This is an optimization exercise on Yosys and OpenROAD, whose aim is small area and a short achievable clock period, not a production implementation.
Where RTL was checked, it was by simulation tests only, not by an equivalence proof against the original.
Only the layout flow was run in runs 1 to 3; the RTL was not checked for function there.
Power is estimated from default activity; no workload was simulated.

$ cat config.mk
export PLATFORM = sky130hd
export DESIGN_NAME = maxpool_new
export DESIGN_NICKNAME = maxpool_new
export VERILOG_FILES = /design/flow/design.v
export SDC_FILE = /design/flow/constraint.sdc
export NUM_CORES = 4
export LEC_CHECK = 0
export CAP_MARGIN = 50
export CORE_MARGIN = 2
export CORE_UTILIZATION = 40
export SLEW_MARGIN = 70
export SYNTH_HIERARCHICAL = 1
$ cat run.sh
#!/bin/bash
# synth_recipe.tcl (not shown) runs the flow's synth.tcl, then flattens the netlist and writes it again
# the make line also repeats each setting of config.mk as NAME=value (left out here)
make -C /OpenROAD-flow-scripts/flow DESIGN_CONFIG=/design/flow/config.mk WORK_HOME=/design/flow/orfs CLKGATE_MAP_FILE= SYNTH_SCRIPT=/design/flow/synth_recipe.tcl finish
$ cat design.v
module maxpool_new(
	input [4:0] stride,
	input  maxpool_enable,
	output reg [18:0] address1 , write_address,
	output reg maxpool_done, patch_end,
	input clk ,
	input reset,
	input [9:0]  w1 ,h1,
	input [4:0] w2,h2,
	output [9:0] width, height
    );
reg [9:0] w1r;
reg [4:0] w2m1, h2m1, sr;
reg [4:0]  hi, vi;       
reg [9:0]  Hn;           
reg        fw;           
reg [18:0] R;            
reg [18:0] N;            
reg [9:0]  Vrem;         
reg [9:0]  qw;           
reg [4:0]  rw;           
reg        wvalid;       
reg [9:0]  qh;           
reg [4:0]  rh;           
assign width  = wvalid ? qw : 10'd0;
assign height = maxpool_done ? qh : 10'd0;
wire [18:0] a_n, wa_n, R_n, N_n;
wire [4:0]  hi_n, vi_n, rw_n, rh_n;
wire [9:0]  Hn_n, Vrem_n, qw_n, qh_n;
wire        done_n, pe_n, fw_n;
wire        c_run, c_vi, c_pend, c_w, c_row, c_ncap;
maxpool_step st (
	.w1r(w1r), .w2m1(w2m1), .h2m1(h2m1), .sr(sr),
	.address1(address1), .write_address(write_address), .maxpool_done(maxpool_done),
	.hi(hi), .vi(vi), .Hn(Hn), .fw(fw), .R(R), .N(N), .Vrem(Vrem),
	.qw(qw), .rw(rw), .wvalid(wvalid), .qh(qh), .rh(rh),
	.a_n(a_n), .wa_n(wa_n), .R_n(R_n), .N_n(N_n),
	.hi_n(hi_n), .vi_n(vi_n), .rw_n(rw_n), .rh_n(rh_n),
	.Hn_n(Hn_n), .Vrem_n(Vrem_n), .qw_n(qw_n), .qh_n(qh_n),
	.done_n(done_n), .pe_n(pe_n), .fw_n(fw_n),
	.c_run(c_run), .c_vi(c_vi), .c_pend(c_pend), .c_w(c_w), .c_row(c_row), .c_ncap(c_ncap)
);
wire [18:0] a_d, wa_d, R_d, N_d;
wire [4:0]  hi_d, vi_d, rw_d, rh_d;
wire [9:0]  Hn_d, Vrem_d, qw_d, qh_d;
wire        done_d, pe_d, fw_d, wv_d;
wire        ce_run, ce_pe, ce_vi, ce_pend, ce_w, ce_row, ce_ncap;
maxpool_gate gt (
	.reset(reset), .en(maxpool_enable), .stride(stride), .h1(h1),
	.a_n(a_n), .wa_n(wa_n), .R_n(R_n), .N_n(N_n),
	.hi_n(hi_n), .vi_n(vi_n), .rw_n(rw_n), .rh_n(rh_n),
	.Hn_n(Hn_n), .Vrem_n(Vrem_n), .qw_n(qw_n), .qh_n(qh_n),
	.done_n(done_n), .pe_n(pe_n), .fw_n(fw_n),
	.c_run(c_run), .c_vi(c_vi), .c_pend(c_pend), .c_w(c_w), .c_row(c_row), .c_ncap(c_ncap),
	.a_d(a_d), .wa_d(wa_d), .R_d(R_d), .N_d(N_d),
	.hi_d(hi_d), .vi_d(vi_d), .rw_d(rw_d), .rh_d(rh_d),
	.Hn_d(Hn_d), .Vrem_d(Vrem_d), .qw_d(qw_d), .qh_d(qh_d),
	.done_d(done_d), .pe_d(pe_d), .fw_d(fw_d), .wv_d(wv_d),
	.ce_run(ce_run), .ce_pe(ce_pe), .ce_vi(ce_vi), .ce_pend(ce_pend),
	.ce_w(ce_w), .ce_row(ce_row), .ce_ncap(ce_ncap)
);
always @(posedge clk) begin
	w1r  <= w1;
	w2m1 <= w2 - 5'd1;
	h2m1 <= h2 - 5'd1;
	sr   <= stride;
end
always @(posedge clk) begin
	if (ce_run) begin
		address1 <= a_d;
		hi <= hi_d;
		maxpool_done <= done_d;
	end
	if (ce_pe) patch_end <= pe_d;
	if (ce_vi) vi <= vi_d;
	if (ce_pend) begin
		write_address <= wa_d;
		Hn <= Hn_d;
		fw <= fw_d;
	end
	if (ce_w) begin
		qw <= qw_d;
		rw <= rw_d;
	end
	if (ce_row) begin
		R <= R_d;
		Vrem <= Vrem_d;
		qh <= qh_d;
		rh <= rh_d;
		wvalid <= wv_d;
	end
	if (ce_ncap) N <= N_d;
end
endmodule
module maxpool_step(
	input [9:0]  w1r,
	input [4:0]  w2m1, h2m1, sr,
	input [18:0] address1, write_address,
	input        maxpool_done,
	input [4:0]  hi, vi,
	input [9:0]  Hn,
	input        fw,
	input [18:0] R, N,
	input [9:0]  Vrem,
	input [9:0]  qw,
	input [4:0]  rw,
	input        wvalid,
	input [9:0]  qh,
	input [4:0]  rh,
	output [18:0] a_n, wa_n, R_n, N_n,
	output [4:0]  hi_n, vi_n, rw_n, rh_n,
	output [9:0]  Hn_n, Vrem_n, qw_n, qh_n,
	output        done_n, pe_n, fw_n,
	output        c_run, c_vi, c_pend, c_w, c_row, c_ncap
);
wire [9:0]  D1      = w1r - {5'd0, w2m1};          
wire        wrap    = (hi == w2m1);
wire        vlast   = (vi == h2m1);
wire        pend    = wrap & vlast;
wire        lastwin = (Hn >= D1);                  
wire        rowend  = pend & lastwin;
wire [4:0]  vi1     = vi + 5'd1;
wire [18:0] a_step  = address1 + (wrap ? {9'd0, D1} : 19'd1);
wire [18:0] r_sum   = R + {9'd0, Hn};
wire        ncap    = wrap & (vi1 == sr) & fw;
assign c_run  = ~maxpool_done;
assign c_vi   = c_run & wrap;
assign c_pend = c_run & pend;
assign c_w    = c_pend & ~wvalid;
assign c_row  = c_run & rowend;
assign c_ncap = c_run & ncap;
wire [5:0]  rw_t  = {1'b0, rw} + {1'b0, sr};
wire        rw_ge = (rw_t > {1'b0, w2m1});
wire [5:0]  rh_t  = {1'b0, rh} + {1'b0, sr};
wire        rh_ge = (rh_t > {1'b0, h2m1});
assign N_n    = a_step;
assign R_n    = ncap ? a_step : N;
assign a_n    = rowend ? R_n : pend ? r_sum : a_step;
assign wa_n   = write_address + 19'd1;
assign hi_n   = wrap ? 5'd0 : hi + 5'd1;
assign vi_n   = vlast ? 5'd0 : vi1;
assign Hn_n   = lastwin ? {5'd0, sr} : Hn + {5'd0, sr};
assign fw_n   = lastwin;
assign Vrem_n = Vrem - {5'd0, sr};
assign rw_n   = rw_ge ? rw_t[4:0] - w2m1 - 5'd1 : rw_t[4:0];
assign qw_n   = qw + {9'd0, rw_ge};
assign rh_n   = rh_ge ? rh_t[4:0] - h2m1 - 5'd1 : rh_t[4:0];
assign qh_n   = qh + {9'd0, rh_ge};
assign done_n = rowend ? (Vrem == {5'd0, sr})
                       : (wrap & ~vlast & fw & ({5'd0, vi1} == Vrem));
assign pe_n   = c_pend;
endmodule
module maxpool_gate(
	input        reset, en,
	input [4:0]  stride,
	input [9:0]  h1,
	input [18:0] a_n, wa_n, R_n, N_n,
	input [4:0]  hi_n, vi_n, rw_n, rh_n,
	input [9:0]  Hn_n, Vrem_n, qw_n, qh_n,
	input        done_n, pe_n, fw_n,
	input        c_run, c_vi, c_pend, c_w, c_row, c_ncap,
	output [18:0] a_d, wa_d, R_d, N_d,
	output [4:0]  hi_d, vi_d, rw_d, rh_d,
	output [9:0]  Hn_d, Vrem_d, qw_d, qh_d,
	output        done_d, pe_d, fw_d, wv_d,
	output        ce_run, ce_pe, ce_vi, ce_pend, ce_w, ce_row, ce_ncap
);
assign ce_run  = reset | en & c_run;
assign ce_pe   = reset | en;
assign ce_vi   = reset | en & c_vi;
assign ce_pend = reset | en & c_pend;
assign ce_w    = reset | en & c_w;
assign ce_row  = reset | en & c_row;
assign ce_ncap = en & c_ncap;
assign a_d    = reset ? 19'd0 : a_n;
assign wa_d   = reset ? 19'd0 : wa_n;
assign R_d    = reset ? 19'd0 : R_n;
assign N_d    = N_n;
assign hi_d   = reset ? 5'd0 : hi_n;
assign vi_d   = reset ? 5'd0 : vi_n;
assign rw_d   = reset ? 5'd0 : rw_n;
assign rh_d   = reset ? 5'd0 : rh_n;
assign Hn_d   = reset ? {5'd0, stride} : Hn_n;
assign Vrem_d = reset ? h1 : Vrem_n;
assign qw_d   = reset ? 10'd0 : qw_n;
assign qh_d   = reset ? 10'd0 : qh_n;
assign done_d = ~reset & done_n;
assign pe_d   = ~reset & pe_n;
assign fw_d   = reset | fw_n;
assign wv_d   = ~reset;
endmodule
$ cat constraint.sdc
create_clock -name core_clock -period 25.0 [get_ports {clk}]
set_input_delay 5.0000 -clock core_clock [delete_from_list [all_inputs] [get_ports {clk}]]
set_output_delay 5.0000 -clock core_clock [all_outputs]
set_load 0.01 [all_outputs]
==> run_results.csv, run 1 <==
group,metric,value,unit
outcome,run_status,"no timing/DRC/antenna violations",
synth,synth.net_count,1244,
drt,detailedRoute.firstIterationViolations,511,
global_route,overflow,0,
worst_setup_path,worstPathBufferInverterCount,1,
floorplan,initial_utilization,0.409,
timing,final.period_utilization,0.270,
worst_hold_path,hold_start,"address1[18]",
synth,netlist-cell-type-count,86,
timing,report.final.hold_viol_count,0,
worst_setup_path,required_worst_endpoint,20.00,ns
clock_tree,cts_tree,"done",
synth,synth_enable_flop_cells,140,
clock_tree,cts.hold.buffers_added,0,
synth,synth-seq-area-share,0.411,
place,place_congestion,0.843,
clock_tree,post_cts.repair.setup_buffers,0,
clock_tree,clock_path_buffers,2,
job,max-cap-violations,0,
worst_setup_path,cp_data_arrival_time,1.74,ns
floorplan,std_cell_rows,61,
timing,setup_viol_count_final,0,
global_route,grt_antenna_before_repair,0,
timing,timing.final.max_slew_violations,0,
clock_tree,worst_setup_hold_path_clk_slew,0.07,ns
floorplan,floorplan.die.height,173,um
floorplan,die_w,173,um
worst_setup_path,regToRegSetupSlack,20.15,ns
layout,num-nets-final,1317,
timing,max_freq,0.148,GHz
clock_tree,insertion_delay,0.44,ns
floorplan,core-area,28000,um^2
worst_setup_path,worstSetupStartpointType,"register",
drt,detail_route.vias_per_cell,5.16,
timing,max_slew_headroom,0.718,
worst_hold_path,hold-path-endpoint,"N[18]",
global_route,grt_max_degree,66,
place,dp.final_hpwl,19600,um
clock_tree,number_of_buffers_added_by_the_clock_tree_synthesis_step,17,
layout,flow.area_growth_from_synthesis,16.4,%
clock_tree,cts-htree-levels,4,
drt,postRouteWirelength,27100,um
worst_setup_path,critPathMaxStageDelay,0.58,ns
timing,setup_repair_after_global_routing_missed_its_margin,"no",
timing,final.min_clock_period,6.74,ns
pwr,power.density,74.2,nW/um^2
drt,dr.pass1.iters,5,
synth,synth.ff_latch_count,165,
synth,syn_area_per_cell,10.2,um^2
synth,synth.yosys.warnings,7,
worst_setup_path,timing.critical_path.slowest_stage_cell,"sky130_fd_sc_hd__edfxtp_1",
worst_setup_path,crit_path_max_fanout,13,
clock_tree,cts.sinks,165,
timing,setup_total_negative_slack,0,ns
worst_setup_path,crit_path_cell_trace,"and2_1, clkdlybuf4s50_1",
timing,final.hold.worst_slack,0.627,ns
place,numPortBuffers,97,
worst_setup_path,rr_startpoint,"w2m1[1]",
layout,antenna-diode-count,0,
worst_setup_path,worstReg2RegEnd,"address1[16]",
timing,tightest_slew,0.423,ns
synth,synthesis.instances,1121,
global_route,vias_in_the_first_global_route,8028,
drt,antenna_left,0,
worst_setup_path,r2r.worst_path.cells,18,
layout,post_route_cells_drive_above_1_share,0.0920,
floorplan,dieArea,30000,um^2
clock_tree,cts-resized-gates,0,
drt,vias,8171,
timing,finClkSkew,0.0128,ns
pwr,cellLeakagePower,5.41,nW
pwr,vdd_ir_drop_max,0.0000520,V
clock_tree,cts.root.buffer_cell,"sky130_fd_sc_hd__clkbuf_16",
drt,routedWlPerCell,17.1,um
drt,number_of_remaining_drc_errors,0,
synth,synth.cell_area,11400,um^2
worst_setup_path,cp-end-kind,"output pin",
global_route,grt_first_pass_wirelength,43700,um
worst_hold_path,worstHoldPathType,"register to register",
synth,yosys_most_used_dff,"sky130_fd_sc_hd__edfxtp_1",
floorplan,io-pin-count,98,
worst_hold_path,whs_path_depth,2,
worst_setup_path,worst_path_dominant_cell_family,"flip-flops",
synth,proportion_of_register_bits_with_asynchronous_set_or_reset_after_synthesis,0,
global_route,grt_use_total,0.183,
worst_setup_path,critical_path_class,"register to output pin",
cells in the mapped netlist, drive strengths merged, types with 32 or more instances:
| cell | number | area [um^2] |
|---|---|---|
| a21oi | 46 | 245 |
| and2b | 40 | 300 |
| buf | 37 | 279 |
| and2 | 32 | 201 |
| nand2 | 74 | 288 |
| ha | 76 | 951 |
| xnor2 | 80 | 708 |
| o21ai | 38 | 190 |
| edfxtp | 140 | 4200 |
| nand3 | 39 | 205 |
| nor2b | 74 | 463 |
| inv | 93 | 349 |
| nor2 | 51 | 206 |
| xor2 | 39 | 342 |
how the worst max path moves through the flow:
| stage | cells past startpoint | end | from |
|---|---|---|---|
| 2_1_floorplan | 4 | R[0] | reset |
| 3_3_place_gp | 2 | N[6] | maxpool_enable |
| 3_5_place_dp | 3 | R[12] | maxpool_enable |
| 4_1_cts | 2 | height[0] | maxpool_done |
| 5_1_grt | 2 | height[9] | maxpool_done |
| 6_report | 2 | height[3] | maxpool_done |
cell type report:
cell class                 instances  area (um^2)
fill                            2648        14700
clock inverter                    15          139
multi-input combinational        811         6150
sequential                       165         4710
tap                              378          473
inverter                          93          349
clock buffer                      17          425
timing repair buffer             106         1080
worst min-delay path, delay by kind of cell, from the launching register on:
family / cells / cell delay (ns)
flip-flops: 1 / 0.36
XOR/XNOR: 1 / 0.11
buffers and inverters: 1 / 0.06
report_power, final:
group / leakage [nW] / switching, mW / internal [mW]
sequential: 1.62 / 0.0270 / 0.340
combinational: 3.51 / 0.180 / 0.184
clock: 0.279 / 0.127 / 0.132
total: 5.41 / 0.334 / 0.655
routing by layer:
layer / GRT usage / vias up / part of all wire
met3: 0.0341 / 32 / 0.049
met2: 0.284 / 209 / 0.45
met4: 0.0519 / 0 / 0.018
met1: 0.260 / 3846 / 0.48
met5: 0 / - / 0
li1: - / 4084 / -
per-module statistics from Yosys (local to each module, per instance):
module        flops+latches  times used
maxpool_new             165           1
maxpool_gate              0           1
maxpool_step              0           1
sequential cells by signal (all words and copies together), names as in the netlist:
register,flops
N,19
R,19
address1,19
write_address,19
Hn,10
Vrem,10
qh,10
qw,10
w1r,10
h2m1,5
hi,5
rh,5
rw,5
sr,5
vi,5
w2m1,5
fw,1
maxpool_done,1
patch_end,1
wvalid,1
placed cells by master, fill, tap and decap left out, types with 4 or more instances in the layout:
master                            netlist  layout
sky130_fd_sc_hd__nand3_1               37      37
sky130_fd_sc_hd__and2_1                31      29
sky130_fd_sc_hd__nor3_2                 4       5
sky130_fd_sc_hd__dfxtp_1               25      24
sky130_fd_sc_hd__xnor2_1               79      79
sky130_fd_sc_hd__nand2_1               72      71
sky130_fd_sc_hd__clkdlybuf4s50_1        0      96
sky130_fd_sc_hd__nand2b_1               4       4
sky130_fd_sc_hd__xor2_1                39      39
sky130_fd_sc_hd__a21boi_0               5       5
sky130_fd_sc_hd__a22oi_1                6       6
sky130_fd_sc_hd__inv_6                  0       6
sky130_fd_sc_hd__a21o_1                24      21
sky130_fd_sc_hd__mux2_2                23      23
sky130_fd_sc_hd__fa_1                   9       9
sky130_fd_sc_hd__a32oi_1                4       4
sky130_fd_sc_hd__edfxtp_1             140     140
sky130_fd_sc_hd__o21ai_0               35      33
sky130_fd_sc_hd__clkbuf_16              0      17
sky130_fd_sc_hd__nor2_1                49      48
sky130_fd_sc_hd__o22ai_1                8       8
sky130_fd_sc_hd__and3_1                15      15
sky130_fd_sc_hd__a21oi_1               44      43
sky130_fd_sc_hd__nor3_1                13      11
sky130_fd_sc_hd__inv_1                 92      92
sky130_fd_sc_hd__and2b_1               40      40
sky130_fd_sc_hd__nand4_1               14      14
sky130_fd_sc_hd__or4_1                  4       4
sky130_fd_sc_hd__nor4_1                 4       4
sky130_fd_sc_hd__nor2b_1               74      74
sky130_fd_sc_hd__o211ai_1               5       5
sky130_fd_sc_hd__ha_1                  76      76
kinds of logic (layout without fill, tap and decap cells):
group | after synthesis | after routing | share of synthesized area
adders and majority gates | 85 | 85 | 0.0988
and+or+nand+nor | 392 | 392 | 0.197
DFF | 165 | 165 | 0.411
buffers and inverters | 145 | 231 | 0.0598
muxes | 28 | 28 | 0.0273
AOI/OAI and AO/OA | 185 | 185 | 0.110
xor gates and xnor gates | 121 | 121 | 0.0956
through the flow:
step / cell area (um^2) / instances / util / power [mW] / setup slack, ns
after detailed placement: 12700 / 1549 / 0.453 / 0.733 / 18.17
after CTS: 13300 / 1581 / 0.473 / 0.994 / 18.24
after global routing: 13300 / 1585 / 0.476 / 1.05 / 18.18
after floorplan: 11400 / 1121 / - / 0.649 / 18.29
after global placement: 12600 / 1548 / 0.449 / 0.727 / 17.98
final: 13300 / 1585 / 0.476 / 0.989 / 18.26
==> run 2: changes to the inputs <==
--- a/config.mk
+++ b/config.mk
@@ -5,6 +5,7 @@
 export SDC_FILE = /design/flow/constraint.sdc
 export NUM_CORES = 4
 export LEC_CHECK = 0
+export ABC_AREA = 1
 export CAP_MARGIN = 50
 export CORE_MARGIN = 2
 export CORE_UTILIZATION = 40
==> run 2 against run 1 <==
Compared with the run above:
- synthesized cell count grew 41%
- sequential cell count stayed put
- critical endpoint is now height[1]
- highest routed layer unchanged
- wire length rose by 2.9%
- critical path depth is 2 higher
- combinational power is 4% lower
- final area up 3.7%
==> run_results.csv, run 2 <==
group,metric,value,unit
drt,routed-wl-met3,1080,um
timing,max_slew_headroom,0.718,
worst_hold_path,hold_start,"N[2]",
layout,finalCoreUtilization,0.467,
global_route,overflow,0,
synth,syn_area_per_cell,7.59,um^2
worst_setup_path,cp_data_arrival_time,1.78,ns
clock_tree,worst_setup_hold_path_clk_slew,0.07,ns
worst_setup_path,crit_path_max_fanout,7,
worst_setup_path,critPathMaxStageDelay,0.53,ns
timing,finalWorstSetupSlack,18.22,ns
global_route,grt_use_total,0.186,
floorplan,core-area,29600,um^2
clock_tree,cts_tree,"done",
drt,antenna_left,0,
worst_setup_path,critical_path.startpoint,"maxpool_done",
synth,yosys_top_cell_area_share,0.350,
place,place_congestion,0.888,
timing,setup_repair_after_global_routing_missed_its_margin,"no",
pwr,cellLeakagePower,6.75,nW
synth,synthDominantAreaCellType,"sky130_fd_sc_hd__edfxtp_1",
outcome,run_status,"no timing/DRC/antenna violations",
worst_setup_path,worstPathBufferInverterCount,3,
worst_setup_path,worst_path_dominant_cell_family,"buffers and inverters",
synth,proportion_of_register_bits_with_asynchronous_set_or_reset_after_synthesis,0,
drt,maxUsedRoutingLayer,"met4",
drt,detailedRoute.firstIterationViolations,566,
synth,yosys_most_used_dff,"sky130_fd_sc_hd__edfxtp_1",
drt,number_of_remaining_drc_errors,0,
drt,routedWlPerCell,13.5,um
layout,layout.filler_cells,2909,
pwr,sw_frac_of_total,0.364,
clock_tree,number_of_buffers_added_by_the_clock_tree_synthesis_step,17,
global_route,grt_first_pass_wirelength,46200,um
worst_setup_path,timing.critical_path.slowest_stage_cell,"sky130_fd_sc_hd__clkdlybuf4s50_1",
pwr,power.net_switching,353,uW
clock_tree,cts-resized-gates,0,
drt,detail_route.vias_per_cell,4.71,
synth,synth.net_count,1704,
global_route,grt_max_degree,46,
worst_setup_path,cp-end-kind,"output pin",
timing,setup_viol_count_final,0,
synth,netlist-cell-type-count,42,
synth,synth.cell_area,12000,um^2
synth,synthesis.instances,1581,
clock_tree,post_cts.repair.setup_buffers,0,
layout,layout.cells.most_common,"sky130_fd_sc_hd__nand2_1",
layout,num-nets-final,1779,
pwr,intPower,616,uW
floorplan,std_cell_rows,63,
worst_setup_path,crit_path_cell_trace,"buf_2, nand2_1, inv_1, clkdlybuf4s50_1",
layout,flow.area_growth_from_synthesis,15.1,%
layout,layout_common_cells,"sky130_fd_sc_hd__nand2_1 (427), sky130_fd_sc_hd__inv_1 (292), sky130_fd_sc_hd__nor2_1 (188)",
clock_tree,cts-htree-levels,4,
worst_hold_path,worstHoldPathType,"register to register",
clock_tree,cts.hold.buffers_added,0,
synth,synthTopCellsByArea,"sky130_fd_sc_hd__edfxtp_1 (35%), sky130_fd_sc_hd__nand2_1 (14%), sky130_fd_sc_hd__inv_1 (9.2%)",
pwr,share_comb_of_total_power,0.361,
clock_tree,insertion_delay,0.44,ns
timing,max_freq,0.147,GHz
timing,setup_total_negative_slack,0,ns
pwr,clock_power_share,0.265,
layout,post_route_cells_drive_above_1_share,0.0557,
worst_setup_path,rr_startpoint,"sr[0]",
place,numPortBuffers,97,
clock_tree,cts.root.buffer_cell,"sky130_fd_sc_hd__clkbuf_16",
layout,antenna-diode-count,0,
drt,vias,9703,
synth,synth-seq-area-share,0.392,
drt,wl_met2,12900,um
global_route,grt_antenna_before_repair,0,
place,dp.final_hpwl,21100,um
timing,report.final.hold_viol_count,0,
floorplan,initial_utilization,0.406,
synth,synth.ff_latch_count,165,
floorplan,io-pin-count,98,
synth,synth.yosys.warnings,7,
timing,final.hold.worst_slack,0.665,ns
pwr,power.density,70.1,nW/um^2
synth,yosysMostFrequentCell,"sky130_fd_sc_hd__nand2_1",
timing,timing.final.max_slew_violations,0,
timing,final.min_clock_period,6.78,ns
worst_setup_path,worstSetupStartpointType,"register",
drt,postRouteWirelength,27900,um
clock_tree,cts.sinks,165,
timing,final.period_utilization,0.271,
worst_setup_path,required_worst_endpoint,20.00,ns
drt,dr.pass1.iters,5,
pwr,seq_power_share,0.374,
synth,ys_top_cells_by_count,"sky130_fd_sc_hd__nand2_1 (432), sky130_fd_sc_hd__inv_1 (295), sky130_fd_sc_hd__nor2_1 (189)",
pwr,vdd_ir_drop_max,0.0000424,V
global_route,vias_in_the_first_global_route,9251,
floorplan,dieArea,31400,um^2
drt,wl_met1,13400,um
timing,tightest_slew,0.422,ns
timing,finClkSkew,0.0126,ns
synth,synth_enable_flop_cells,140,
worst_setup_path,critical_path_class,"register to output pin",
job,max-cap-violations,0,
floorplan,die_w,177,um
floorplan,floorplan.die.height,177,um
place,placement.setup.worst_slack,18.26,ns
clock_tree,clock_path_buffers,2,
==> run 2: metal layers <==
metal | vias to the layer above | global-route usage
met4 | 0 | 0.0534
met1 | 4404 | 0.250
li1 | 5067 | -
met3 | 29 | 0.0232
met5 | - | 0
met2 | 203 | 0.313
==> run 2: cell type report <==
| cell class | count | area, um^2 | share of cell area |
|---|---|---|---|
| clock buffer | 17 | 425 | 0.0308 |
| clock inverter | 15 | 138 | 0.00996 |
| inverter | 296 | 1120 | 0.0812 |
| multi-input combinational | 1067 | 5860 | 0.424 |
| sequential | 165 | 4710 | 0.341 |
| tap | 390 | 488 | 0.0353 |
| timing repair buffer | 109 | 1070 | 0.0776 |
==> run 2: kinds of logic (layout without fill, tap and decap cells) <==
kind of cell,Yosys count,in the layout,synth area share
DFF,165,165,0.392
adders and majority gates,85,85,0.0942
buffers and inverters,349,437,0.127
and+or+nand+nor,802,802,0.280
xor gates and xnor gates,93,93,0.0691
AOI/OAI and AO/OA,87,87,0.0385
==> run 2: path summary, 6_finish.rpt <==
kind | end | slack, ns | cells after the start
worst min register to register | R[2] | 0.67 | 4
worst max register to register | qh[8] | 20.75 | 22
worst min-delay path | R[2] | 0.67 | 4
worst max-delay path | height[1] | 18.22 | 4
==> run 2: per-module statistics from Yosys, one instance, submodules excluded <==
module	flip-flops and latches	cell area, um^2	times used
maxpool_step	0	5650	1
maxpool_gate	0	1330	1
maxpool_new	165	5020	1
==> run 2: worst reg2reg max path: stages (launching register included) <==
cell,delay (ns)
sky130_fd_sc_hd__dfxtp_1,0.53
sky130_fd_sc_hd__ha_1,0.21
sky130_fd_sc_hd__inv_1,0.06
sky130_fd_sc_hd__fa_1,0.39
sky130_fd_sc_hd__o21ai_0,0.25
sky130_fd_sc_hd__xnor2_1,0.21
sky130_fd_sc_hd__inv_1,0.08
sky130_fd_sc_hd__ha_1,0.33
sky130_fd_sc_hd__inv_1,0.05
sky130_fd_sc_hd__nor2_1,0.09
sky130_fd_sc_hd__nor2_1,0.04
sky130_fd_sc_hd__o21ai_0,0.05
sky130_fd_sc_hd__o21ai_0,0.16
sky130_fd_sc_hd__nand3b_1,0.25
sky130_fd_sc_hd__buf_4,0.20
sky130_fd_sc_hd__ha_1,0.17
sky130_fd_sc_hd__ha_1,0.19
sky130_fd_sc_hd__nand3_1,0.12
sky130_fd_sc_hd__nor3_1,0.27
sky130_fd_sc_hd__nand3_1,0.13
sky130_fd_sc_hd__xnor2_1,0.15
sky130_fd_sc_hd__inv_1,0.05
sky130_fd_sc_hd__nor2_1,0.03
==> run 2: through the flow <==
stage	total power [mW]	area [um^2]	std cells
5_1_grt	1.04	13800	2059
2_1_floorplan	0.631	12000	1581
3_5_place_dp	0.718	13200	2025
6_report	0.969	13800	2059
3_3_place_gp	0.704	13100	2019
4_1_cts	0.976	13800	2057
==> run 2: power by group through the flow <==
stage               Clock (mW)  Combinational (mW)  Sequential (mW)
floorplan                    0               0.268            0.363
global placement             0               0.336            0.369
detailed placement           0               0.350            0.368
CTS                      0.261               0.352            0.363
global route             0.272               0.404            0.367
finish                   0.257               0.350            0.362
==> run 3: changes to the inputs <==
==> flow/run.sh (new file) <==
#!/bin/bash
# Standard layout, with the port buffers made from buf_2 cells and timing
# repair asked to leave more setup slack than the clock period needs.
cp standard.sh standard_copy.txt
export BUFFER_PORTS_ARGS="-buffer_cell sky130_fd_sc_hd__buf_2"
export SETUP_SLACK_MARGIN=18
bash standard.sh > standard.log 2>&1
==> standard.sh (new file) <==
#!/bin/bash
# synth_recipe.tcl (not shown) runs the flow's synth.tcl, then flattens the netlist and writes it again
# the make line also repeats each setting of config.mk as NAME=value (left out here)
make -C /OpenROAD-flow-scripts/flow DESIGN_CONFIG=/design/flow/config.mk WORK_HOME=/design/flow/orfs CLKGATE_MAP_FILE= SYNTH_SCRIPT=/design/flow/synth_recipe.tcl "${@:-finish}"
--- a/config.mk
+++ b/config.mk
@@ -5,7 +5,6 @@
 export SDC_FILE = /design/flow/constraint.sdc
 export NUM_CORES = 4
 export LEC_CHECK = 0
-export ABC_AREA = 1
 export CAP_MARGIN = 50
 export CORE_MARGIN = 2
 export CORE_UTILIZATION = 40
removed: run.sh
==> run 3 against run 2 <==
Compared with the run above:
- still clean
- sequential power increased by 1%
- setup slack improved by 0.41 ns
- count of clock-buffer cells in the layout unchanged
- utilization decreased by 0.81 points
- clock skew decreased by 0.0044 ns
- synthesized cell count decreased by 29%
- critical path type unchanged
- highest routed layer is now met5
==> run_results.csv, run 3 <==
group,metric,value,unit
drt,number_of_remaining_drc_errors,0,
clock_tree,cts_tree,"done",
floorplan,io-pin-count,98,
synth,yosys_top_cell_area_share,0.367,
clock_tree,cts.sinks,165,
floorplan,std_cell_rows,61,
synth,syn_area_per_cell,10.2,um^2
global_route,grt_use_total,0.180,
place,numPortBuffers,97,
synth,yosysMostFrequentCell,"sky130_fd_sc_hd__edfxtp_1",
timing,max_slew_headroom,0.709,
worst_setup_path,critical_path_cell_count,3,
layout,post_route_cells_drive_above_1_share,0.171,
clock_tree,worst_setup_hold_path_clk_slew,0.07,ns
worst_setup_path,crit_path_max_fanout,11,
clock_tree,insertion_delay,0.44,ns
clock_tree,cts-resized-gates,0,
drt,dr.pass1.iters,5,
outcome,run_status,"no timing/DRC/antenna violations",
layout,multiInputGateArea,6150,um^2
floorplan,initial_utilization,0.409,
worst_hold_path,worstHoldPathType,"register to register",
worst_setup_path,critPathMaxStageDelay,0.43,ns
place,placedCellCount,1549,
drt,postRouteWirelength,26800,um
worst_setup_path,worst_path_dominant_cell_family,"flip-flops",
timing,setup_repair_after_global_routing_missed_its_margin,"no",
layout,layout.cells.most_common,"sky130_fd_sc_hd__edfxtp_1",
timing,finClkSkew,0.00823,ns
drt,detailedRoute.firstIterationViolations,529,
clock_tree,post_cts.repair.setup_buffers,0,
worst_hold_path,whs_path_depth,2,
worst_setup_path,cp_data_arrival_time,1.37,ns
job,max-cap-violations,0,
timing,final.min_clock_period,6.37,ns
place,placed_area,12200,um^2
synth,synth.ff_latch_count,165,
worst_setup_path,worstPathBufferInverterCount,2,
global_route,grt_max_degree,76,
layout,num-nets-final,1317,
clock_tree,number_of_buffers_added_by_the_clock_tree_synthesis_step,17,
global_route,overflow,0,
synth,synth-seq-area-share,0.411,
place,dp.final_hpwl,19500,um
worst_setup_path,r2r.worst_path.cells,18,
worst_setup_path,regToRegSetupSlack,20.23,ns
clock_tree,clock_path_buffers,2,
floorplan,core-area,28000,um^2
synth,ys_top_cells_by_count,"sky130_fd_sc_hd__edfxtp_1 (140), sky130_fd_sc_hd__inv_1 (92), sky130_fd_sc_hd__xnor2_1 (79)",
pwr,cellLeakagePower,5.49,nW
synth,synth_enable_flop_cells,140,
worst_setup_path,critical_path_class,"register to output pin",
synth,synthesis.instances,1121,
synth,synthTopCellsByArea,"sky130_fd_sc_hd__edfxtp_1 (37%), sky130_fd_sc_hd__ha_1 (8.3%), sky130_fd_sc_hd__xnor2_1 (6.0%)",
layout,sequential_cell_area,4710,um^2
drt,vias,8114,
synth,synthDominantAreaCellType,"sky130_fd_sc_hd__edfxtp_1",
worst_setup_path,rr_startpoint,"w2m1[1]",
clock_tree,cts.root.buffer_cell,"sky130_fd_sc_hd__clkbuf_16",
synth,synth.yosys.warnings,7,
synth,netlist-cell-type-count,86,
layout,layout.filler_cells,2708,
synth,synth.net_count,1244,
synth,proportion_of_register_bits_with_asynchronous_set_or_reset_after_synthesis,0,
layout,layout_common_cells,"sky130_fd_sc_hd__edfxtp_1 (140), sky130_fd_sc_hd__buf_2 (96), sky130_fd_sc_hd__inv_1 (92)",
global_route,vias_in_the_first_global_route,7758,
worst_setup_path,required_worst_endpoint,20.00,ns
layout,flow.area_growth_from_synthesis,12.4,%
worst_setup_path,worstReg2RegEnd,"address1[16]",
worst_setup_path,worstSetupStartpointType,"register",
timing,report.final.hold_viol_count,0,
worst_hold_path,hold_start,"address1[18]",
drt,detail_route.vias_per_cell,5.12,
layout,stdcell_count,1585,
timing,finalWorstSetupSlack,18.63,ns
floorplan,die_w,173,um
global_route,grt_first_pass_wirelength,42500,um
synth,synth.cell_area,11400,um^2
floorplan,dieArea,30000,um^2
worst_setup_path,timing.critical_path.slowest_stage_cell,"sky130_fd_sc_hd__edfxtp_1",
synth,yosys_most_used_dff,"sky130_fd_sc_hd__edfxtp_1",
timing,timing.final.max_slew_violations,0,
global_route,grt_antenna_before_repair,2,
worst_setup_path,crit_path_cell_trace,"clkbuf_4, and2_1, buf_2",
drt,antenna_left,0,
pwr,vdd_ir_drop_max,0.0000504,V
clock_tree,cts-htree-levels,4,
worst_setup_path,cp-end-kind,"output pin",
floorplan,floorplan.die.height,173,um
timing,max_freq,0.157,GHz
pwr,power.density,77.2,nW/um^2
clock_tree,cts.hold.buffers_added,0,
place,placement.setup.worst_slack,18.45,ns
place,place_congestion,0.884,
timing,setup_total_negative_slack,0,ns
worst_setup_path,critical_path.startpoint,"maxpool_done",
timing,final.period_utilization,0.255,
worst_hold_path,hold-path-endpoint,"N[18]",
layout,antenna-diode-count,0,
layout,final_design_area_no_fill,12900,um^2
timing,setup_viol_count_final,0,
drt,routedWlPerCell,16.9,um
timing,tightest_slew,0.430,ns
## run 3: changes by cell type in the layout (fill, tap and decap cells not counted), moves of 40 or more
cell	delta
sky130_fd_sc_hd__nand2_1	-356
sky130_fd_sc_hd__inv_1	-200
sky130_fd_sc_hd__nor2_1	-140
sky130_fd_sc_hd__clkdlybuf4s50_1	-96
sky130_fd_sc_hd__buf_2	+92
sky130_fd_sc_hd__nor2b_1	+74
sky130_fd_sc_hd__nand3_1	-60
sky130_fd_sc_hd__xnor2_1	+48
sky130_fd_sc_hd__and2b_1	+40
## run 3: how the worst max path moves through the flow
| stage | endpoint | slack (ns) |
|---|---|---|
| 2_1_floorplan | R[0] | 18.29 |
| 3_3_place_gp | qw[2] | 17.88 |
| 3_5_place_dp | qw[2] | 18.45 |
| 4_1_cts | height[9] | 18.60 |
| 5_1_grt | height[9] | 18.58 |
| 6_report | height[9] | 18.63 |
## run 3: worst register-to-register path: cells and delay by family, from the launching register on
| kind | cells | cell delay (ns) |
|---|---|---|
| simple gates | 7 | 1.55 |
| compound gates | 6 | 1.33 |
| buf+inv | 3 | 0.77 |
| fa+ha+maj | 2 | 0.56 |
| flops | 1 | 0.42 |
## run 3: power by group
group | internal (mW) | total [mW] | switching [mW]
Combinational | 0.173 | 0.356 | 0.183
Clock | 0.149 | 0.270 | 0.121
Sequential | 0.340 | 0.366 | 0.0266
Total | 0.663 | 0.993 | 0.330
## run 3: metal layers
layer / vias up / global-route usage / routed length (um)
met5: - / 0 / 13
met4: 2 / 0.0311 / 206
met3: 18 / 0.0405 / 1460
met2: 197 / 0.284 / 12200
met1: 3820 / 0.255 / 12900
li1: 4077 / - / -
## run 3: layout make-up
cell class	instances	area share
clock buffers	17	0.0331
clock inverters	15	0.0130
inverters	93	0.0271
multi-input cells	811	0.478
flip-flops and latches	165	0.366
well taps	378	0.0368
repair buffers	106	0.0460
## run 3: kinds of logic after synthesis
logic type | share of synthesized area
buffers and inverters | 0.0598
flip-flops | 0.411
XOR/XNOR | 0.0956
adder cells (fa/ha/maj) | 0.0988
AO/OA/AOI/OAI | 0.110
AND/OR/NAND/NOR | 0.197
multiplexers | 0.0273
## run 3: metrics by stage
step | hold slack [ns] | util | power [mW]
finish | 0.651 | 0.459 | 0.993
global route | 0.665 | 0.459 | 1.05
CTS | 0.640 | 0.457 | 0.996
detailed placement | 0.618 | 0.436 | 0.722
global placement | 0.601 | 0.432 | 0.715
floorplan | 0.612 | - | 0.649
## run 3: modules after synthesis (local to each module, per instance)
module / cell area [um^2] / flops+latches / copies in the design / cells
maxpool_new: 4970 / 165 / 1 / 203
maxpool_gate: 1160 / 0 / 1 / 161
maxpool_step: 5320 / 0 / 1 / 757
==> run 4: changes to the inputs <==
==> design.v (replaced) <==
module maxpool_new(
	input [4:0] stride,
	input  maxpool_enable,
	output reg [18:0] address1 , write_address,
	output reg maxpool_done, patch_end,
	input clk ,
	input reset,
	input [9:0]  w1 ,h1,
	input [4:0] w2,h2,
	output [9:0] width, height
    );
reg [9:0] w1r;
reg [4:0] w2r, h2r, sr;
reg [4:0]  hi, vi;       
reg [9:0]  H;            
reg [18:0] R;            
reg [14:0] M;            
reg [9:0]  Vrem;         
reg [9:0]  qw;           
reg [4:0]  rw;           
reg        wvalid;       
reg [9:0]  qh;           
reg [4:0]  rh;           
assign width  = wvalid ? qw : 10'd0;
assign height = maxpool_done ? qh : 10'd0;
wire [9:0]  C     = w1r - {5'd0, w2r};           
wire [9:0]  D1    = C + 10'd1;                   
wire        wrap  = (hi == w2r - 5'd1);
wire        vlast = (vi == h2r - 5'd1);
wire        pend  = wrap & vlast;
wire [9:0]  Hs    = H + {5'd0, sr};
wire        lastwin = (Hs > C);
wire        rowend  = pend & lastwin;
wire [4:0]  vi1   = vi + 5'd1;
wire [18:0] a_step = address1 + (wrap ? {9'd0, D1} : 19'd1);
wire [18:0] r_sum  = R + (lastwin ? {4'd0, M} : {9'd0, Hs});
wire [5:0]  rw_t  = {1'b0, rw} + {1'b0, sr};
wire        rw_ge = (rw_t >= {1'b0, w2r});
wire [5:0]  rh_t  = {1'b0, rh} + {1'b0, sr};
wire        rh_ge = (rh_t >= {1'b0, h2r});
wire        mcap  = wrap & (vi1 == sr) & (write_address == 19'd0);
wire [18:0] r_new = mcap ? a_step : r_sum;
wire done_n = rowend ? (Vrem == {5'd0, sr})
                     : (wrap & ~vlast & (H == 10'd0) & ({5'd0, vi1} == Vrem));
always @(posedge clk) begin
	w1r <= w1;
	w2r <= w2;
	h2r <= h2;
	sr  <= stride;
end
always @(posedge clk) begin
	if (reset) begin
		address1 <= 19'd0;
		write_address <= 19'd0;
		maxpool_done <= 1'b0;
		patch_end <= 1'b0;
		hi <= 5'd0;
		vi <= 5'd0;
		H <= 10'd0;
		R <= 19'd0;
		M <= 15'd0;
		Vrem <= h1;
		qw <= 10'd0;
		rw <= 5'd0;
		wvalid <= 1'b0;
		qh <= 10'd0;
		rh <= 5'd0;
	end else if (maxpool_enable) begin
		patch_end <= 1'b0;
		if (!maxpool_done) begin
			hi <= wrap ? 5'd0 : hi + 5'd1;
			if (wrap) vi <= vlast ? 5'd0 : vi1;
			if (mcap)
				M <= a_step[14:0];
			if (pend) begin
				patch_end <= 1'b1;
				write_address <= write_address + 19'd1;
				if (!wvalid) begin
					qw <= qw + {9'd0, rw_ge};
					rw <= rw_ge ? rw_t[4:0] - w2r : rw_t[4:0];
				end
			end
			if (rowend) begin
				address1 <= r_new;
				R <= r_new;
				H <= 10'd0;
				wvalid <= 1'b1;
				Vrem <= Vrem - {5'd0, sr};
				qh <= qh + {9'd0, rh_ge};
				rh <= rh_ge ? rh_t[4:0] - h2r : rh_t[4:0];
			end else if (pend) begin
				address1 <= r_sum;
				H <= Hs;
			end else begin
				address1 <= a_step;
			end
			maxpool_done <= done_n;
		end
	end
end
endmodule
==> run.sh (new file) <==
#!/bin/bash
# synth_recipe.tcl (not shown) runs the flow's synth.tcl, then flattens the netlist and writes it again
# the make line also repeats each setting of config.mk as NAME=value (left out here)
make -C /OpenROAD-flow-scripts/flow DESIGN_CONFIG=/design/flow/config.mk WORK_HOME=/design/flow/orfs CLKGATE_MAP_FILE= SYNTH_SCRIPT=/design/flow/synth_recipe.tcl finish
--- a/config.mk
+++ b/config.mk
@@ -5,8 +5,7 @@
 export SDC_FILE = /design/flow/constraint.sdc
 export NUM_CORES = 4
 export LEC_CHECK = 0
-export CAP_MARGIN = 50
+export CAP_MARGIN = 20
 export CORE_MARGIN = 2
 export CORE_UTILIZATION = 40
-export SLEW_MARGIN = 70
-export SYNTH_HIERARCHICAL = 1
+export SLEW_MARGIN = 20
removed: flow/run.sh
removed: standard.sh
==> run 4 against run 3 <==
Compared with the run above:
- total power fell by 39%
- setup slack worse by 0.97 ns
- wire length is essentially flat
- via count rose by 7.5%
- global-route usage rose by 2.2 points
- synthesized area down 9.9%
==> run_results.csv, run 4 <==
group,metric,value,unit
pwr,vdd_ir_drop_max,0.0000285,V
pwr,power.net_switching,154,uW
place,dp.final_hpwl,19500,um
timing,max_freq,0.136,GHz
clock_tree,insertion_delay,0.43,ns
synth,ys_top_cells_by_count,"sky130_fd_sc_hd__dfxtp_1 (150), sky130_fd_sc_hd__nor2_1 (134), sky130_fd_sc_hd__nand2_1 (118)",
global_route,grt_max_degree,79,
timing,finClkSkew,0.00916,ns
floorplan,die_w,165,um
synth,yosys_top_cell_area_share,0.291,
worst_setup_path,timing.critical_path.slowest_stage_cell,"sky130_fd_sc_hd__or4_4",
timing,setup_total_negative_slack,0,ns
synth,synth.yosys.warnings,1,
synth,syn_area_per_cell,8.46,um^2
drt,detail_route.vias_per_cell,5.33,
synth,synth.cell_area,10300,um^2
worst_setup_path,critPathMaxStageDelay,0.57,ns
global_route,overflow,0,
clock_tree,worst_setup_hold_path_clk_slew,0.06,ns
global_route,vias_in_the_first_global_route,8319,
pwr,share_comb_of_total_power,0.124,
outcome,run_status,"no timing/DRC/antenna violations",
worst_setup_path,worst_path_dominant_cell_family,"simple AND/OR/NAND/NOR gates",
timing,timing.final.max_slew_violations,0,
pwr,intPower,448,uW
layout,layout_top_registers,"R x19, address1 x19, write_address x19",
global_route,grt_use_total,0.202,
timing,tightest_slew,0.962,ns
timing,final.period_utilization,0.294,
drt,postRouteWirelength,26800,um
floorplan,floorplan.die.height,165,um
clock_tree,number_of_buffers_added_by_the_clock_tree_synthesis_step,17,
pwr,power.density,49.7,nW/um^2
layout,flow.area_growth_from_synthesis,17.4,%
worst_setup_path,crit_path_max_fanout,27,
global_route,grt_first_pass_wirelength,43200,um
job,max-cap-violations,0,
timing,setup_viol_count_final,0,
layout,multiInputGateArea,6620,um^2
floorplan,initial_utilization,0.408,
worst_setup_path,cp_data_arrival_time,7.63,ns
global_route,grt_antenna_before_repair,0,
drt,vias,8726,
pwr,seq_power_share,0.448,
synth,netlist-cell-type-count,79,
pwr,cellLeakagePower,4.91,nW
timing,max_slew_headroom,0.356,
layout,antenna-diode-count,0,
place,numPortBuffers,97,
drt,routedWlPerCell,16.4,um
clock_tree,cts-htree-levels,4,
worst_setup_path,worstPathBufferInverterCount,2,
worst_hold_path,worstHoldPathType,"register to register",
drt,detailedRoute.firstIterationViolations,525,
synth,synth.ff_latch_count,160,
synth,synthDominantAreaCellType,"sky130_fd_sc_hd__dfxtp_1",
place,place_congestion,0.840,
worst_setup_path,crit_path_cell_trace,"clkdlybuf4s50_1, nor2b_2, buf_4, nand2_2, nor2_4, nand2b_4, or4_4, xor2_1, nor2_1",
floorplan,io-pin-count,98,
timing,report.final.hold_viol_count,0,
clock_tree,cts.root.buffer_cell,"sky130_fd_sc_hd__clkbuf_16",
timing,setup_repair_after_global_routing_missed_its_margin,"no",
layout,layout_common_cells,"sky130_fd_sc_hd__dfxtp_1 (150), sky130_fd_sc_hd__nor2_1 (134), sky130_fd_sc_hd__nand2_1 (118)",
worst_setup_path,critical_path_class,"input port to register",
synth,synth.net_count,1346,
clock_tree,cts.sinks,160,
pwr,sw_frac_of_total,0.255,
layout,sequential_cell_area,3300,um^2
clock_tree,post_cts.repair.setup_buffers,0,
worst_setup_path,cp-end-kind,"register",
floorplan,std_cell_rows,58,
drt,dr.pass1.iters,5,
clock_tree,clock_path_buffers,2,
worst_setup_path,worstSetupStartpointType,"input port",
clock_tree,cts_tree,"done",
layout,layout.filler_cells,2495,
synth,yosys_most_used_dff,"sky130_fd_sc_hd__dfxtp_1",
synth,proportion_of_register_bits_with_asynchronous_set_or_reset_after_synthesis,0,
drt,antenna_left,0,
layout,num-nets-final,1422,
floorplan,dieArea,27100,um^2
clock_tree,cts.hold.buffers_added,0,
timing,final.min_clock_period,7.34,ns
clock_tree,cts-resized-gates,0,
synth,synthTopCellsByArea,"sky130_fd_sc_hd__dfxtp_1 (29%), sky130_fd_sc_hd__ha_1 (9.7%), sky130_fd_sc_hd__xnor2_1 (5.9%)",
layout,layout.cells.most_common,"sky130_fd_sc_hd__dfxtp_1",
worst_setup_path,required_worst_endpoint,25.29,ns
timing,final.hold.worst_slack,0.451,ns
drt,number_of_remaining_drc_errors,0,
synth,synth-seq-area-share,0.320,
layout,post_route_cells_drive_above_1_share,0.0674,
synth,synth_enable_flop_cells,10,
pwr,clock_power_share,0.428,
synth,yosysMostFrequentCell,"sky130_fd_sc_hd__dfxtp_1",
floorplan,core-area,25300,um^2
synth,synthesis.instances,1219,
run 4: per-stage QoR:
| stage | setup slack, ns | std cells | util | cell area (um^2) | total power, mW |
|---|---|---|---|---|---|
| final | 17.66 | 1636 | 0.479 | 12100 | 0.601 |
| after CTS | 17.68 | 1636 | 0.479 | 12100 | 0.607 |
| after global routing | 17.42 | 1636 | 0.479 | 12100 | 0.628 |
| after floorplan | 18.34 | 1219 | - | 10300 | 0.326 |
| after global placement | 17.25 | 1606 | 0.457 | 11500 | 0.349 |
| after detailed placement | 17.21 | 1606 | 0.457 | 11500 | 0.349 |
run 4: final timing paths:
path,start,depth (start not counted),slack [ns],endpoint
worst max-delay path,maxpool_enable,9,17.66,qh[9]
worst min register to register,M[9],2,0.45,M[9]
worst min-delay path,M[9],2,0.45,M[9]
worst max register to register,sr[1],26,18.01,address1[8]
run 4: cell families (layout without fill, tap and decap cells):
group | Yosys count | in the layout | synth area share
adder cells (fa/ha/maj) | 90 | 90 | 0.116
XOR/XNOR | 134 | 134 | 0.117
flip-flops | 160 | 160 | 0.320
AND/OR/NAND/NOR | 463 | 463 | 0.222
AO/OA/AOI/OAI | 249 | 249 | 0.159
multiplexers | 28 | 28 | 0.0283
buffers and inverters | 95 | 182 | 0.0380
run 4: tightest hold or removal path: stages (launching register included):
cell and delay, ns:
sky130_fd_sc_hd__dfxtp_1 0.31, sky130_fd_sc_hd__nand2_1 0.05, sky130_fd_sc_hd__a21oi_1 0.05
run 4: layout make-up:
cell class              count  area share
multi-input cells         964       0.547
flip-flops and latches    160       0.273
repair buffers            104      0.0843
clock buffers              21      0.0380
well taps                 330      0.0341
inverters                  48      0.0149
clock inverters             9     0.00899
run 4: routing by layer:
layer	vias up	GRT usage	part of all wire
met5	-	0	0
met4	0	0.0632	0.017
met3	32	0.0319	0.043
met2	177	0.333	0.47
met1	4083	0.271	0.47
li1	4434	-	-
run 4: power by group through the flow:
| stage | combinational [mW] | clock, mW | sequential (mW) |
|---|---|---|---|
| after floorplan | 0.0528 | 0 | 0.273 |
| after global placement | 0.0735 | 0 | 0.275 |
| after detailed placement | 0.0740 | 0 | 0.275 |
| after CTS | 0.0748 | 0.263 | 0.269 |
| after global routing | 0.0838 | 0.274 | 0.270 |
| final | 0.0746 | 0.258 | 0.269 |

==> afterwards: timing with drivers on the ports <==
In the flow no input, the clock included, has a driving cell. The finished layouts below were timed again as built, in two steps. Step 1 sets driving cells, clkbuf_16 on the clock port and buf_2 on the other inputs (assumed; they add their load-dependent delay and slew). Step 2, shift: input delay + t, output delay - t, t = (earliest + latest rising clock arrival at the registers) / 2. This alone moves slack from input paths to output paths. Three values: no drivers, after step 1, after step 2; two values: the first two.
run	t (ns)	setup slack, ns	worst setup path at the end	worst register clock-pin slew, ns	cell pins on the clock port's net
run 1	0.482	18.262 / 18.214 / 18.185	input to register	0.08 / 0.08	1
run 2	0.479	18.219 / 18.172 / 18.299	input to register	0.07 / 0.07	1
run 3	0.480	18.632 / 18.582 / 18.407	input to register	0.07 / 0.07	1
run 4	0.475	17.657 / 17.667 / 17.192	input to register	0.07 / 0.07	1
After both steps every run listed still meets setup and hold. For run 4, which loses most, drivers alone change the setup slack by +0.010 ns; drivers and shift together by -0.465 ns.
